From an optimization exercise on the open Yosys and OpenROAD flow, aimed at small area and a short achievable clock period; shortcuts taken in it are not production practice.
In this exercise RTL edits were held to simulation tests only and were not proved equivalent to the original.

==> flow/design.v (outline; a module is shown in full before it is edited, if it fits) <==
// module top: 1833 lines
// module fa: 4 lines
// module ha: 4 lines
module top (input logic clk, rst,
            input logic enable, din,
            input logic signed [10:0] x,
            output logic signed [11:0] q,
            output logic spike);
  // ...
==> flow/run.sh <==
#!/bin/bash
# synth_recipe.tcl (not shown) runs the flow's synth.tcl, then flattens the netlist and writes it again
# the make line also repeats each setting of config.mk as NAME=value (left out here)
make -C /OpenROAD-flow-scripts/flow DESIGN_CONFIG=/design/flow/config.mk WORK_HOME=/design/flow/orfs CLKGATE_MAP_FILE= SYNTH_SCRIPT=/design/flow/synth_recipe.tcl finish
==> flow/config.mk <==
export PLATFORM = sky130hd
export DESIGN_NAME = top
export DESIGN_NICKNAME = top
export VERILOG_FILES = /design/flow/design.v
export SDC_FILE = /design/flow/constraint.sdc
export NUM_CORES = 4
export LEC_CHECK = 0
export CAP_MARGIN = 20
export CORE_MARGIN = 2
export CORE_UTILIZATION = 40
export SLEW_MARGIN = 20
export SYNTH_HIERARCHICAL = 1
export SYNTH_MINIMUM_KEEP_SIZE = 0
==> flow/constraint.sdc <==
create_clock -name core_clock -period 12.0 [get_ports {clk}]
set_input_delay 2.4000 -clock core_clock [delete_from_list [all_inputs] [get_ports {clk}]]
set_output_delay 2.4000 -clock core_clock [all_outputs]
set_load 0.01 [all_outputs]
==> impl_results.md, run 1 <==
- Flop and latch count out of synthesis: roughly 330
- R2r setup slk: between 6 and 7 ns
- Worst r2r src: y1a[3]
- Vias in the first global route: approximately 19k
- Hold worst-path end: z2[10]
- Resized cells post-CTS: 0
- Clock buf/inv share: between 4 and 5%
- CP peak stage delay: around 0.85 ns
- Peak Freq: ~200 MHz
- R2R depth: 14
- Detailed-route wire length per cell: 17.26 µm
- Fin Setup TNS: 0 ns
- Fill cell count: about 6.2k
- Buf+Inv Stages, Crit Path: 3
- Final setup skew: between 0.02 and 0.025 ns
- Worst-path cell chain: inv_1, ha_1, fa_1, inv_1, fa_1, fa_1, inv_1, ha_1, a2111oi_0, a21boi_2, o31ai_1, o31ai_4, nor4b_1, nor4b_1
- Root Driver: clkbuf_16
- Synth warn: 7
- Slowest cell on the critical path: dfxtp_1
- Non-filler cells, final: between 3k and 4k
- Post-synthesis xor/xnor area fraction: between 5 and 6%
- Num CTS Buffers: 39
- Ports: 28
- Die Footprint: just under 70000 µm²
- Non-clk invs: between 200 and 300
- Post-synthesis mux area share: ~1.1%
- MaxCap Viol Count: 0
- Status: no timing/DRC/antenna violations
- FFs & Latches: approximately 330
- Placed Cells: about 3.4k
==> inputs of run 2 (changes only) <==
--- a/flow/config.mk
+++ b/flow/config.mk
@@ -5,9 +5,11 @@
 export SDC_FILE = /design/flow/constraint.sdc
 export NUM_CORES = 4
 export LEC_CHECK = 0
+export ABC_CLOCK_PERIOD_IN_PS = 3500
 export CAP_MARGIN = 20
 export CORE_MARGIN = 2
 export CORE_UTILIZATION = 40
-export SLEW_MARGIN = 20
+export SETUP_SLACK_MARGIN = 5
+export SLEW_MARGIN = 60
 export SYNTH_HIERARCHICAL = 1
 export SYNTH_MINIMUM_KEEP_SIZE = 0
==> run 2 against run 1 <==
  * Still clean on timing, DRC and antenna
  * Core utilization grew 0.38 points
  * Maximum frequency grew 8.3%
  * Register-to-register slack gained 0.40 ns
  * First-iteration DRC count shrank 0.94%
  * Global-route usage grew 0.059 points
  * Non-clock buffer count grew 3
==> impl_results.md, run 2 <==
- Status: no timing/DRC/antenna violations (unchanged)
- DIE HEIGHT: 262.0 µm (unchanged)
- Buffer depth of the longest clock path: 3 (unchanged)
- Overall Global Routing Usage: 18.08% (was 18.02%)
- Fill cell count: 6165 (was 6154)
- Share of cells above drive strength 1: 5.226% (was 3.571%)
- Hold buffer count at CTS: 0 (unchanged)
- Starting Density: 40.43% (unchanged)
- Commonest cells in the netlist: fa_1, dfxtp_1, inv_1 (unchanged)
- Fin Setup TNS: 0 ns (unchanged)
- Hold WC Path Type: flop to flop (unchanged)
- Maximum fanout along the worst path: 11 (unchanged)
- Post-DP HPWL: 46.04 mm (was 45.81 mm)
- Final #Nets: 3223 (was 3220)
- CTS tree: built (unchanged)
- Routability cong.: 0.8866 (unchanged)
- Antenna fix cells: 0 (unchanged)
- Final Cycle Share: 39.56% (was 42.86%)
- DR pass1 iterations: 5 (unchanged)
- Detailed-route wire length per cell: 17.33 µm (was 17.26 µm)
- Main synth FF type: dfxtp_1 (unchanged)
- Post-synth EDFFs: 0 (unchanged)
- Post-CTS Setup Inserts: 0 (unchanged)
- First-pass GRT wire length: 99.07 mm (was 98.32 mm)
- Worst-Margin Slew: 0.6031 ns (was 1.017 ns)
- Peak Freq: 210.7 MHz (was 194.4 MHz)
- Gr ovfl total: 0 (unchanged)
- Final setup vio count: 0 (unchanged)
- Top post-synthesis cells by area: fa_1, dfxtp_1, ha_1 (unchanged)
- Synth warn: 7 (unchanged)
- Largest net degree at the start of global routing: 85 (was 124)
- Most common cell after layout, fill and taps aside: fa_1 (unchanged)
- Rel. slew slack: 59.74% (was 32.12%)
- Std cell rows: 94 (unchanged)
- Flop and latch count out of synthesis: 326 (unchanged)
- Hold Vio Cnt, Final: 0 (unchanged)
- Final Max Slew Viols: 0 (unchanged)
- Async SR Flop Fraction: 0% (unchanged)
- Placeable Area: 65860 µm² (unchanged)
- Critical path launch point type: flop (unchanged)
- Via count: 17.66k (was 17.68k)
- Drt drc: 0 (unchanged)
- Final WL: 59.73 mm (was 59.39 mm)
- Regs by FF count: h1 (21), h2 (21), fe_r (16) (unchanged)
- Unrepaired setup endpoints after global routing: no (unchanged)
- DRT iter0 DRCs: 950 (was 959)
- Clk sinks: 326 (unchanged)
- Synthesized area: 26630 µm² (unchanged)
- Vias in the first global route: 18.99k (was 18.78k)
- CP endpoint kind: flop (unchanged)
- CP arrival: 5.26 ns (was 5.61 ns)
- Critical setup path kind: flop to flop (unchanged)
- Gate Count Post-Synth: 2542 (unchanged)
- Cell with the most instances after synthesis: fa_1 (unchanged)
- Resized cells post-CTS: 0 (unchanged)
- Die Footprint: 68650 µm² (unchanged)
- Largest area contributor in the synthesized netlist: fa_1 (unchanged)
- Min cycle time layout: 4.747 ns (was 5.143 ns)
- Share of Yosys cell area claimed by the top area cell type: 29.47% (unchanged)
- Die W: 262.0 µm (unchanged)
- MaxCap Viol Count: 0 (unchanged)
- Syn_area_per_cell: 10.48 µm² (unchanged)
- Final ANT Viol Nets: 0 (unchanged)
- Worst path required time: 12.51 ns (was 12.47 ns)
- Num CTS Buffers: 39 (unchanged)
- Worst skew pair latency: 0.58 ns (was 0.57 ns)
- Post-DR vias/cell: 5.123 (was 5.140)
- Port Buffers: 27 (unchanged)
- Sequential fraction of the synthesis area: 24.51% (unchanged)
- Synthesized net count: 3212 (unchanged)
- Cell variety after synth: 84 (unchanged)
- Area grow syn2layout: 10.01% (was 9.078%)
- Root Driver: clkbuf_16 (unchanged)
- Commonest cells after routing, fill and taps aside: fa_1, dfxtp_1, inv_1, ha_1, nor2_1 (unchanged)
- Ports: 28 (unchanged)
- Antenna violations before repair: 0 (unchanged)
- CTS H-tree depth: 2 (unchanged)
- Clock transition at path regs: 0.06 ns (about the same)
- Final setup skew: 0.03178 ns (was 0.02378 ns)
-- run 2: stage by stage --
step           hold WS, ns  setup slack [ns]  cell area, µm²  cells  utilization, %
6_report            0.4326             7.253           29290   3447           44.48
5_1_grt             0.4475             6.925           29290   3447           44.48
4_1_cts             0.4372             7.232           29260   3446           44.42
3_5_place_dp        0.4218             7.251           27920   3375           42.39
3_3_place_gp        0.4163             6.860           27790   3373           42.20
2_1_floorplan       0.4138             7.485           26630   2542               -
-- run 2: critical path, cell delays in order (launching register included) --
cell	delay, ns
dfxtp_2	0.60
inv_1	0.29
ha_1	0.38
fa_1	0.50
fa_1	0.49
inv_1	0.05
fa_1	0.47
inv_1	0.04
ha_1	0.36
nand2_1	0.07
o21ai_0	0.27
nor3_1	0.08
a21oi_1	0.37
a32oi_1	0.24
nor4b_1	0.33
a211o_1	0.15
-- run 2: final cells by class --
type	instances	area, µm²	share of cell area [%]
clock inverters	20	236.5	0.8073
repair buffers	39	422.9	1.444
flip-flops and latches	326	6561	22.40
clock buffers	51	1101	3.759
well taps	864	1081	3.690
multi-input cells	1850	18780	64.10
inverters	297	1115	3.806
-- run 2: per-module statistics from Yosys (local to each module, per instance) --
| module | flops+latches | cell area [µm²] | cells inside | copies in the design |
|---|---|---|---|---|
| ha | 0 | 12.51 | 1 | 48 |
| fa | 0 | 20.02 | 1 | 386 |
| top | 326 | 18300 | 2108 | 1 |
-- run 2: logic make-up (layout without fill, tap and decap cells) --
logic type               Yosys count  count (layout)  synth area share [%]
flip-flops                       326             326                 24.51
adder cells (fa/ha/maj)          655             655                 41.83
AO/OA/AOI/OAI                    419             419                 10.80
buffers and inverters            366             407                 5.159
XOR/XNOR                         154             154                 5.117
AND/OR/NAND/NOR                  593             593                 11.44
multiplexers                      29              29                 1.146
-- run 2: worst paths after layout --
| kind | from | to | slack (ns) | cells past startpoint |
|---|---|---|---|---|
| worst max-delay path | y1a[3] | h2[19] | 7.25 | 15 |
| worst min-delay path | z1[0] | z2[0] | 0.43 | 1 |
| worst max register to register | y1a[3] | h2[19] | 7.25 | 15 |
| worst min register to register | z1[0] | z2[0] | 0.43 | 1 |
-- run 2: metal layers --
metal	track usage (%)	wire length, µm	part of all wire, %
met1	23.74	27230	46
met2	31.42	29490	49
met3	2.894	2025	3.4
met4	3.986	988	1.7
met5	0	0	0

[static timing again, ports no longer ideal]
In the flow no input, the clock included, has a driving cell. The finished layouts below were timed again as built, in two steps. Step 1 assumes that a clkbuf_16 drives the clock port and a buf_2 every other input. Step 2 adds t to the input delays and takes it off the output delays; t is the mean of the earliest and latest rising clock arrival at the registers after step 1. Input paths then give back, and output paths get back, about the clock's delay inside the block. a / b / c = ideal ports / drivers / drivers and shift; a / b = the first two.
| run | t, ns | setup WS [ns] | clock arrival spread, ns | slew at the worst register clock pin (ns) |
|---|---|---|---|---|
| run 1 | 0.619 | 6.857 / 6.857 / 6.764 | 0.029 / 0.029 | 0.06 / 0.06 |
| run 2 | 0.628 | 7.253 / 7.253 / 7.247 | 0.031 / 0.032 | 0.07 / 0.07 |
After both steps every run listed still meets setup and hold. For run 1, which loses most, drivers alone change the setup slack by 0.000 ns; drivers and shift together by -0.093 ns.
